Context: an optimization exercise on an open-source flow, tuned for small area. The choices shown serve that exercise and are no tape-out recipe. In this exercise RTL edits were held to simulation tests only and were not proved equivalent to the original. Power figures rest on the tool's default switching activity, not on a simulated workload.

## pcie_irq
module pcie_irq
(
   input            Clk_i,
   input            Rstn_i,
   input            MsixStructSChipSelect_i,
   input   [13:0]   MsixStructSAddress_i,
   input   [3:0]    MsixStructSByteEnable_i,
   input            MsixStructSRead_i,
   output  [31:0]   MsixStructSReadData_o,
   input            MsixStructSWrite_i,
   input   [31:0]   MsixStructSWriteData_i,
   output           MsixStructSWaitRequest_o,
   output           MsixMWrite_o,
   output  [63:0]   MsixMAddress_o,
   output  [31:0]   MsixMWriteData_o,
   output  [3:0]    MsixMByteEnable_o,
   input            MsixMWaitRequest_i,
   input   [31:0]   Irq_i,
   input   [81:0]   MsiIntfc_i,
   input   [15:0]   MsixIntfc_i,
   output           IntxReq_o,
   input            IrqRead_i,
   output  [31:0]   IrqReadData_o,
  input    [31:0]   MaskWritedata_i,
  input             MaskRead_i,
  input             MaskWrite_i,
  input    [3:0]    MaskByteenable_i,
  ...
For scale: about 4300 cells after synthesis, ~1200 flip-flops, about 430 I/O pins, ~0.050 sq mm of cells after synthesis.
clock: 10.0 ns
lec_check: 0
abc_area: 1
cap_margin: 0
core_margin: 2
core_utilization: 40
cts_buf_list: sky130_fd_sc_hd__clkbuf_4
slew_margin: 0
run.sh (not shown) runs the stock make flow with config.mk's settings and CLKGATE_MAP_FILE= SYNTH_SCRIPT=/design/flow/synth_recipe.tcl, a recipe that flattens the netlist after the stock synthesis.
The first run ran to the end with no violations.
Edit:
- ABC_AREA: 1 -> default
- CAP_MARGIN: 0 -> 20
- CTS_BUF_LIST: sky130_fd_sc_hd__clkbuf_4 -> default
- SLEW_MARGIN: 0 -> 20
After rerunning:
- The new run went through all stages and came out clean
- combinational power decreases by 30%
- global-route usage shrinks by 1.7 points
- synthesized cell count goes down by about 20%
- worst setup slack improves by 0.49 ns
- clock skew drops by 0.11 ns
- hold slack stays flat
- via count goes down by 16%
- final cell count drops by about 18%
- synthesized area came out lower by about 3.5%
- count of clock-buffer cells in the layout falls by 356


wip/ember:
Another version of the RTL of pcie_irq (not shown whole).
==> flow/config.mk <==
export PLATFORM = sky130hd
export DESIGN_NAME = pcie_irq
export DESIGN_NICKNAME = pcie_irq
export VERILOG_FILES = /design/flow/design.v
export SDC_FILE = /design/flow/constraint.sdc
export NUM_CORES = 4
export LEC_CHECK = 0
export CAP_MARGIN = 20
export CORE_MARGIN = 2
export CORE_UTILIZATION = 40
export SLEW_MARGIN = 20
export SYNTH_HIERARCHICAL = 1
==> flow/constraint.sdc <==
create_clock -name core_clock -period 10.0 [get_ports {Clk_i}]
set_input_delay 2.0000 -clock core_clock [delete_from_list [all_inputs] [get_ports {Clk_i}]]
set_output_delay 2.0000 -clock core_clock [all_outputs]
set_load 0.01 [all_outputs]
standard.sh (not shown) runs the stock make flow with config.mk's settings and CLKGATE_MAP_FILE= SYNTH_SCRIPT=/design/flow/synth_recipe.tcl, a recipe that flattens the netlist after the stock synthesis.
==> flow/flow/run.sh <==
#!/bin/bash
set -euo pipefail
export BUFFER_PORTS_ARGS="-buffer_cell sky130_fd_sc_hd__buf_1"
export CTS_ARGS="-sink_clustering_enable -repair_clock_nets -sink_clustering_size 10 -sink_clustering_max_diameter 60 -buf_list sky130_fd_sc_hd__clkbuf_4 -dont_use_dummy_load"
bash standard.sh > standard_flow.log 2>&1
Here is what was changed in the inputs of wip/indigo compared with wip/ember.
==> flow/flow/run.sh <==
#!/bin/bash
set -euo pipefail
export BUFFER_PORTS_ARGS="-buffer_cell sky130_fd_sc_hd__buf_1"
export CTS_ARGS="-sink_clustering_enable -repair_clock_nets -sink_clustering_size 10 -sink_clustering_max_diameter 60 -buf_list sky130_fd_sc_hd__clkbuf_4 sky130_fd_sc_hd__clkbuf_8 -dont_use_dummy_load"
bash standard.sh > standard_flow.log 2>&1
==> comparison <==
Effective utilization at floorplan: wip/indigo vs wip/ember identical
From wip/ember to wip/indigo, number of synthesized flops with an enable pin did not move at all.
Run status, wip/indigo: aborted in clock tree synthesis (4_1_cts), error STA-0564
Diff wip/ember..wip/indigo | adder-cell share of the synthesized area | unchanged
As far as synthesized area is concerned, wip/indigo and wip/ember perform about the same.
wip/indigo and wip/ember ended up with nearly the same synthesized cell count.
wip/ember -> wip/indigo: area fraction in and, or, nand and nor cells after synthesis delta 0, exact match
Re compound-gate portion of the synthesized area: no difference whatsoever between wip/indigo and wip/ember.
From wip/ember to wip/indigo the numbers moved as follows: post-synthesis net count was more or less identical, horizontal die dimension flat, height of the die stayed essentially flat.
Relative to wip/indigo, the following input files were edited for wip/fjord:
- changing CORE_UTILIZATION from 40 to 60
- setting PLACE_DENSITY to 0.75 for the first time
==> flow/flow/run.sh <==
#!/bin/bash
set -euo pipefail
export BUFFER_PORTS_ARGS="-buffer_cell sky130_fd_sc_hd__buf_1"
export CTS_ARGS="-sink_clustering_enable -repair_clock_nets -sink_clustering_size 10 -sink_clustering_max_diameter 60 -buf_list sky130_fd_sc_hd__clkbuf_4 -dont_use_dummy_load"
bash standard.sh > standard_flow.log 2>&1
==> results.txt <==
Looking at the reports, wip/fjord completed the entire flow and the layout it produced met the timing, design-rule and antenna checks.
wip/fjord vs wip/indigo: instance area at placement down slightly
Taking wip/fjord over wip/indigo, the detailed placement HPWL ratio works out to 0.931.
Relative to wip/indigo, floorplan row count decreased by 21 in wip/fjord.
Delta (wip/fjord minus wip/indigo): placement-stage worst setup slack went down, count of boundary I/O pins did not really move, initial core utilization went up, post-synth design cell area did not really move, placed cell count went down.

re-timing with driven ports:
The flow's constraints put no driver on any port. The routed layouts listed below were extracted and timed again, unchanged, in two steps.
Step 1 sets driving cells, clkbuf_16 on the clock port and buf_2 on the other inputs (assumed; they add their load-dependent delay and slew).
Step 2 also shifts input and output timing later by t, the mid clock arrival at the registers, as if the neighbouring blocks saw the same clock.
Slacks: ideal ports / drivers / drivers and shift; pairs: ideal ports / drivers.
run | shift t [ns] | slack for setup (ns) | pins driven straight from the clock port
the first run of note 1 | 1.292 | 1.079 / 1.008 / 2.300 | 1
the second run of note 1 | 0.770 | 1.567 / 1.493 / 2.263 | 1
wip/ember | 1.052 | 3.818 / 3.809 / 3.809 | 1
wip/fjord | 1.089 | 3.670 / 3.670 / 3.670 | 1
After both steps setup and hold are still met in every run listed. The setup slack of wip/ember, which loses most, moves by -0.009 ns with the drivers and by -0.009 ns with both steps.
